This design comes from an exercise in tuning for small area, a short achievable clock period and few clock cycles on the open sky130 flow, not from production work.
At most, simulation tests tie the RTL to the original design; equivalence was not proved.
Power is estimated from default activity; no workload was simulated.

==> v6: inputs <==
==> flow/design.v <==
module MIPScore(
	input clk,
	input reset,
	output [31:0] pc,
	input  [31:0] instr,
	output        memwrite,
	output [31:0] aluout, writedata,
	input  [31:0] readdata
);
	parameter MUL_K = 8;    
	parameter DIV_K = 2;    
	reg  [31:0] pc_q, ir, res_q, wd_q;
	reg         ir_v, mw_q;
	reg         wb_en, wb_ld;
	reg  [4:0]  wb_rd;
	reg  [31:0] rf [1:31];
	reg  [31:0] hi, lo, md_b;
	reg         md_busy, md_div;
	reg  [5:0]  md_cnt;
	assign pc       = pc_q;
	assign aluout   = res_q;
	assign writedata = wd_q;
	assign memwrite = mw_q;
	wire [5:0]  op    = ir[31:26];
	wire [5:0]  fn    = ir[5:0];
	wire [4:0]  ra    = ir[25:21];
	wire [4:0]  rb    = ir[20:16];
	wire [4:0]  rdf   = ir[15:11];
	wire [15:0] imm   = ir[15:0];
	wire is_r    = (op == 6'h00);
	wire is_jr   = is_r & (fn[5:3] == 3'b001);
	wire is_md   = is_r & (fn[5:3] == 3'b011);           
	wire is_mf   = is_r & (fn[5:3] == 3'b010);           
	wire is_alur = is_r & fn[5];
	wire is_lw   = (op == 6'h23);
	wire is_sw   = (op == 6'h2b);
	wire is_beq  = (op == 6'h04);
	wire is_bltz = (op == 6'h01);
	wire is_j    = (op == 6'h02);
	wire is_jal  = (op == 6'h03);
	wire is_addi = (op == 6'h09);
	wire is_ori  = (op == 6'h0d);
	wire is_lui  = (op == 6'h0f);
	wire        uses_rb = is_r | is_sw | is_beq;
	wire        we      = is_alur | is_mf | is_lw | is_addi | is_ori | is_lui | is_jal;
	wire [4:0]  dst     = is_jal ? 5'd31 : is_r ? rdf : rb;
	wire [31:0] rfa = (ra == 5'd0) ? 32'd0 : rf[ra];
	wire [31:0] rfb = (rb == 5'd0) ? 32'd0 : rf[rb];
	wire fwa  = wb_en & (wb_rd == ra);
	wire fwb  = wb_en & (wb_rd == rb);
	wire fw31 = wb_en & (wb_rd == 5'd31);
	wire [31:0] a   = fwa  ? res_q : rfa;
	wire [31:0] b   = fwb  ? res_q : rfb;
	wire [31:0] r31 = fw31 ? res_q : rf[31];
	wire ld_haz = wb_en & wb_ld & (fwa | (fwb & uses_rb) | (fw31 & is_jr));
	wire md_haz = md_busy & (is_md | is_mf);
	wire stall  = ld_haz | md_haz;
	wire exec   = ir_v & ~stall;
	wire [31:0] bop = is_r   ? b :
	                  is_lui ? {imm, 16'd0} :
	                  is_ori ? {16'd0, imm} :
	                           {{16{imm[15]}}, imm};
	wire        sub = is_r & fn[1];                       
	wire [32:0] sum = {1'b0, a} + {1'b0, bop ^ {32{sub}}} + {32'd0, sub};
	wire        ltu = ~sum[32];
	reg  [31:0] res;
	always @* begin
		if (is_jal)                      res = pc_q;
		else if (is_mf)                  res = fn[1] ? lo : hi;
		else if (is_lui | is_ori)        res = a | bop;
		else if (is_r & fn[2] & ~fn[3])  res = fn[0] ? (a | b) : (a & b);
		else if (is_r & fn[3])           res = {31'd0, ltu};
		else                             res = sum[31:0];
	end
	wire        taken_br = (is_beq & (a == b)) | (is_bltz & a[31]);
	wire [31:0] br_tgt   = pc_q + {{14{imm[15]}}, imm, 2'b00};
	wire        redirect = exec & (taken_br | is_j | is_jal | is_jr);
	wire [31:0] tgt      = is_jr ? r31 :
	                       (is_j | is_jal) ? {pc_q[31:28], ir[25:0], 2'b00} : br_tgt;
	always @(posedge clk) begin
		if (reset) begin
			pc_q <= 32'h00400000;
			ir_v <= 1'b0;
		end else if (redirect) begin
			pc_q <= tgt;
			ir_v <= 1'b0;
		end else if (!(ir_v & stall)) begin
			pc_q <= pc_q + 32'd4;
			ir_v <= 1'b1;
		end
		if (!(ir_v & stall))
			ir <= instr;
	end
	always @(posedge clk) begin
		res_q <= res;
		wd_q  <= b;
		wb_rd <= dst;
		wb_ld <= is_lw;
		if (reset) begin
			mw_q  <= 1'b0;
			wb_en <= 1'b0;
		end else begin
			mw_q  <= exec & is_sw;
			wb_en <= exec & we & (dst != 5'd0);
		end
		if (wb_en)
			rf[wb_rd] <= wb_ld ? readdata : res_q;
	end
	wire [31+MUL_K:0] macc = {{MUL_K{1'b0}}, hi} + md_b * lo[MUL_K-1:0];
	reg [31:0] dh, dl;
	reg [32:0] ds, dd;
	integer i;
	always @* begin
		dh = hi; dl = lo;
		for (i = 0; i < DIV_K; i = i + 1) begin
			ds = {dh, dl[31]};
			dd = ds - {1'b0, md_b};
			dh = dd[32] ? ds[31:0] : dd[31:0];
			dl = {dl[30:0], ~dd[32]};
		end
	end
	always @(posedge clk) begin
		if (reset) begin
			md_busy <= 1'b0;
		end else if (exec & is_md) begin
			md_busy <= 1'b1;
			md_div  <= fn[1];
			md_cnt  <= fn[1] ? (32 / DIV_K - 1) : (32 / MUL_K - 1);
			hi      <= 32'd0;
			lo      <= a;
			md_b    <= b;
		end else if (md_busy) begin
			md_cnt <= md_cnt - 6'd1;
			if (md_cnt == 6'd0) md_busy <= 1'b0;
			if (md_div) begin
				hi <= dh;
				lo <= dl;
			end else begin
				hi <= macc[31+MUL_K:MUL_K];
				lo <= {macc[MUL_K-1:0], lo[31:MUL_K]};
			end
		end
	end
endmodule
==> flow/run.sh <==
#!/bin/bash
# synth_recipe.tcl (not shown) runs the flow's synth.tcl, then flattens the netlist and writes it again
# the make line also repeats each setting of config.mk as NAME=value (left out here)
make -C /OpenROAD-flow-scripts/flow DESIGN_CONFIG=/design/flow/config.mk WORK_HOME=/design/flow/orfs CLKGATE_MAP_FILE= SYNTH_SCRIPT=/design/flow/synth_recipe.tcl finish
==> flow/config.mk <==
export PLATFORM = sky130hd
export DESIGN_NAME = MIPScore
export DESIGN_NICKNAME = MIPScore
export VERILOG_FILES = /design/flow/design.v
export SDC_FILE = /design/flow/constraint.sdc
export NUM_CORES = 4
export LEC_CHECK = 0
export CAP_MARGIN = 20
export CORE_MARGIN = 2
export CORE_UTILIZATION = 40
export SLEW_MARGIN = 20
==> flow/constraint.sdc <==
create_clock -name core_clock -period 100.0 [get_ports {clk}]
set_input_delay 20.0000 -clock core_clock [delete_from_list [all_inputs] [get_ports {clk}]]
set_output_delay 20.0000 -clock core_clock [all_outputs]
set_load 0.01 [all_outputs]
==> v19 (differences from v6) <==
==> flow/design.v, changed modules only <==
module MIPScore(
	input clk,
	input reset,
	output [31:0] pc,
	input  [31:0] instr,
	output        memwrite,
	output [31:0] aluout, writedata,
	input  [31:0] readdata
);
	parameter MUL_K = 4;    
	parameter DIV_K = 4;    
	reg  [31:0] pc_q, ir, link_q, res_q, wd_q;
	reg         ir_v, ir_pred, mw_q;
	reg         wb_en, wb_ld;
	reg  [4:0]  wb_rd;
	assign pc        = pc_q;
	assign aluout    = res_q;
	assign writedata = wd_q;
	assign memwrite  = mw_q;
	wire [5:0]  op    = ir[31:26];
	wire [5:0]  fn    = ir[5:0];
	wire [4:0]  ra    = ir[25:21];
	wire [4:0]  rb    = ir[20:16];
	wire [4:0]  rdf   = ir[15:11];
	wire [15:0] imm   = ir[15:0];
	wire is_r    = (op == 6'h00);
	wire is_jr   = is_r & (fn[5:3] == 3'b001);
	wire is_md   = is_r & (fn[5:3] == 3'b011);           
	wire is_mf   = is_r & (fn[5:3] == 3'b010);           
	wire is_alur = is_r & fn[5];
	wire is_lw   = (op == 6'h23);
	wire is_sw   = (op == 6'h2b);
	wire is_beq  = (op == 6'h04);
	wire is_bltz = (op == 6'h01);
	wire is_j    = (op == 6'h02);
	wire is_jal  = (op == 6'h03);
	wire is_addi = (op == 6'h09);
	wire is_ori  = (op == 6'h0d);
	wire is_lui  = (op == 6'h0f);
	wire        uses_rb = is_r | is_sw | is_beq;
	wire        we      = is_alur | is_mf | is_lw | is_addi | is_ori | is_lui | is_jal;
	wire [4:0]  dst     = is_jal ? 5'd31 : is_r ? rdf : rb;
	wire [31:0] rfa, rfb, rf31;
	wire [31:0] wbdata = wb_ld ? readdata : res_q;
	RegFile gpr(.clk(clk), .we(wb_en), .wa(wb_rd), .wd(wbdata),
	            .ra(ra), .rb(rb), .rda(rfa), .rdb(rfb), .rd31(rf31));
	wire fwa  = wb_en & (wb_rd == ra);
	wire fwb  = wb_en & (wb_rd == rb);
	wire fw31 = wb_en & (wb_rd == 5'd31);
	wire [31:0] a   = fwa  ? res_q : rfa;
	wire [31:0] b   = fwb  ? res_q : rfb;
	wire [31:0] r31 = fw31 ? res_q : rf31;
	wire md_busy;
	wire ld_haz = wb_en & wb_ld & (fwa | (fwb & uses_rb) | (fw31 & is_jr));
	wire md_haz = md_busy & is_mf;             
	wire stall  = ld_haz | md_haz;
	wire exec   = ir_v & ~stall;
	wire [31:0] hi, lo, res;
	Alu alu(.a(a), .b(b), .imm(imm), .fn(fn), .is_r(is_r), .is_lui(is_lui), .is_ori(is_ori),
	        .is_mf(is_mf), .is_jal(is_jal), .hi(hi), .lo(lo), .link(link_q), .res(res));
	wire [29:0] inc_w, br_w;
	Inc #(30) pinc(.a(pc_q[31:2]), .s(inc_w));
	Rca #(30) badd(.a(link_q[31:2]), .b({{14{imm[15]}}, imm}), .ci(1'b0), .s(br_w), .co());
	wire        taken_br = (is_beq & (a == b)) | (is_bltz & a[31]);
	wire        redirect = exec & (taken_br | (is_jr & ~ir_pred));
	wire        hold     = ir_v & stall;
	wire        f_j      = (instr[31:27] == 5'b00001);                               
	wire        f_jr     = (instr[31:26] == 6'd0) & (instr[5:3] == 3'b001);
	wire        r31_busy = (ir_v & we & (dst == 5'd31)) | (wb_en & wb_ld & (wb_rd == 5'd31));
	wire        f_ok     = ~reset & ~redirect & ~hold;
	wire        f_take_j  = f_ok & f_j;
	wire        f_take_jr = f_ok & f_jr & ~r31_busy;
	reg  [31:0] pc_s;
	always @* begin
		if (reset)         pc_s = 32'h00400000;
		else if (redirect) pc_s = is_jr ? r31 : {br_w, link_q[1:0]};
		else if (hold)     pc_s = pc_q;
		else               pc_s = {inc_w, pc_q[1:0]};
	end
	wire [31:0] pc_n = f_take_j  ? {inc_w[29:26], instr[25:0], 2'b00} :
	                   f_take_jr ? r31 : pc_s;
	always @(posedge clk) begin
		pc_q <= pc_n;
		if (reset | redirect)
			ir_v <= 1'b0;
		else
			ir_v <= 1'b1;
		if (!hold) begin
			ir      <= instr;
			ir_pred <= f_take_jr;
			link_q  <= {inc_w, pc_q[1:0]};
		end
	end
	always @(posedge clk) begin
		res_q <= res;
		wd_q  <= b;
		wb_rd <= dst;
		wb_ld <= is_lw;
		if (reset) begin
			mw_q  <= 1'b0;
			wb_en <= 1'b0;
		end else begin
			mw_q  <= exec & is_sw;
			wb_en <= exec & we & (dst != 5'd0);
		end
	end
	MulDiv #(.MUL_K(MUL_K), .DIV_K(DIV_K)) md(.clk(clk), .reset(reset),
	        .start(exec & is_md), .div(fn[1]), .a(a), .b(b), .busy(md_busy), .hi(hi), .lo(lo));
endmodule
module RegFile(
	input         clk,
	input         we,
	input  [4:0]  wa,
	input  [31:0] wd,
	input  [4:0]  ra, rb,
	output reg [31:0] rda, rdb,
	output [31:0] rd31
);
	reg  [31:0] rf [1:31];
	wire [31:0] sela = 32'd1 << ra;
	wire [31:0] selb = 32'd1 << rb;
	integer k;
	always @* begin
		rda = 32'd0;
		rdb = 32'd0;
		for (k = 1; k < 32; k = k + 1) begin
			rda = rda | (rf[k] & {32{sela[k]}});
			rdb = rdb | (rf[k] & {32{selb[k]}});
		end
	end
	assign rd31 = rf[31];
	always @(posedge clk)
		if (we)
			rf[wa] <= wd;
endmodule
module Alu(
	input  [31:0] a, b,
	input  [15:0] imm,
	input  [5:0]  fn,
	input         is_r, is_lui, is_ori, is_mf, is_jal,
	input  [31:0] hi, lo, link,
	output reg [31:0] res
);
	wire [31:0] bop = is_r   ? b :
	                  is_lui ? {imm, 16'd0} :
	                  is_ori ? {16'd0, imm} :
	                           {{16{imm[15]}}, imm};
	wire        sub = is_r & fn[1];                       
	wire [31:0] sum;
	wire        co;
	Rca #(32) add(.a(a), .b(bop ^ {32{sub}}), .ci(sub), .s(sum), .co(co));
	wire        ltu = ~co;
	always @* begin
		if (is_jal)                      res = link;
		else if (is_mf)                  res = fn[1] ? lo : hi;
		else if (is_lui | is_ori)        res = a | bop;
		else if (is_r & fn[2] & ~fn[3])  res = fn[0] ? (a | b) : (a & b);
		else if (is_r & fn[3])           res = {31'd0, ltu};
		else                             res = sum;
	end
endmodule
module MulDiv #(parameter MUL_K = 8, parameter DIV_K = 2) (
	input         clk, reset,
	input         start, div,
	input  [31:0] a, b,
	output reg    busy,
	output reg [31:0] hi, lo
);
	reg  [31:0] md_b;
	reg         md_div;
	reg  [5:0]  cnt;
	wire [31+MUL_K:0] macc = {{MUL_K{1'b0}}, hi} + md_b * lo[MUL_K-1:0];
	reg [31:0] dh, dl;
	reg [32:0] ds, dd;
	integer i;
	always @* begin
		dh = hi; dl = lo;
		for (i = 0; i < DIV_K; i = i + 1) begin
			ds = {dh, dl[31]};
			dd = ds - {1'b0, md_b};
			dh = dd[32] ? ds[31:0] : dd[31:0];
			dl = {dl[30:0], ~dd[32]};
		end
	end
	always @(posedge clk) begin
		if (reset) begin
			busy <= 1'b0;
		end else if (start) begin
			busy   <= 1'b1;
			md_div <= div;
			cnt    <= div ? (32 / DIV_K - 1) : (32 / MUL_K - 1);
			hi     <= 32'd0;
			lo     <= a;
			md_b   <= b;
		end else if (busy) begin
			cnt <= cnt - 6'd1;
			if (cnt == 6'd0) busy <= 1'b0;
			if (md_div) begin
				hi <= dh;
				lo <= dl;
			end else begin
				hi <= macc[31+MUL_K:MUL_K];
				lo <= {macc[MUL_K-1:0], lo[31:MUL_K]};
			end
		end
	end
endmodule
module Rca #(parameter W = 32) (
	input  [W-1:0] a, b,
	input          ci,
	output [W-1:0] s,
	output         co
);
	wire [W:0] c;
	assign c[0] = ci;
	genvar i;
	generate for (i = 0; i < W; i = i + 1) begin : g
		assign s[i]   = a[i] ^ b[i] ^ c[i];
		assign c[i+1] = (a[i] & b[i]) | (c[i] & (a[i] ^ b[i]));
	end endgenerate
	assign co = c[W];
endmodule
module Inc #(parameter W = 30) (
	input  [W-1:0] a,
	output [W-1:0] s
);
	wire [W:0] c;
	assign c[0] = 1'b1;
	genvar i;
	generate for (i = 0; i < W; i = i + 1) begin : g
		assign s[i]   = a[i] ^ c[i];
		assign c[i+1] = a[i] & c[i];
	end endgenerate
endmodule
==> notes.md <==
Crit path DAT: v19 2350 ps; v6 2180 ps
Number of enable flip-flop cells after synthesis: v19 1190; v6 1127
Number of flip-flops and latches: v19 1266; v6 1243
Run status: v19 no timing/DRC/antenna violations; v6 no timing/DRC/antenna violations
Number of clock buffers in the layout: v19 159; v6 179
Layout filler cell count: v19 15600; v6 16900
Synth Cell Area: v19 70400 um2; v6 76500 um2
Met3 capacity usage during global routing: v19 17.2%; v6 4.99%
Post-route design area: v19 80900 um2; v6 86100 um2
P_comb: v19 0.207 mW; v6 0.221 mW
Placed wire-length estimate after detailed placement: v19 223 mm; v6 185 mm
Instance count of the mapped netlist: v19 5977; v6 5876
Endpoint of the most critical setup path: v19 aluout[4]; v6 aluout[8]
Fin Clk Skew: v19 38.3 ps; v6 40.6 ps
Count of inverters other than clock inverters in the layout: v19 304; v6 413
Testbench counts of v19, summed over its fixed seeds: cycles 43,835.
Only the layout flow was run in v6; the RTL was not checked for function there.

==> static timing again, ports no longer ideal <==
Ports are ideal in the flow. The routed layouts listed here were re-timed in OpenROAD. Step 1 assumes that a clkbuf_16 drives the clock port and a buf_2 every other input. Step 2 adds t to the input delays and takes it off the output delays; t is the mean of the earliest and latest rising clock arrival at the registers after step 1. Input paths then give back, and output paths get back, about the clock's delay inside the block. Slacks: no drivers / after step 1 / after step 2; pairs: no drivers / after step 1.
run	t, ns	slack for setup (ns)	slew at the worst register clock pin (ns)
v6	0.895	77.819 / 77.725 / 77.623	0.07 / 0.07
v19	0.912	77.647 / 77.555 / 77.210	0.07 / 0.07
After both steps setup and hold are still met in every run listed. The setup slack of v19, which loses most, moves by -0.092 ns with the drivers and by -0.437 ns with both steps.
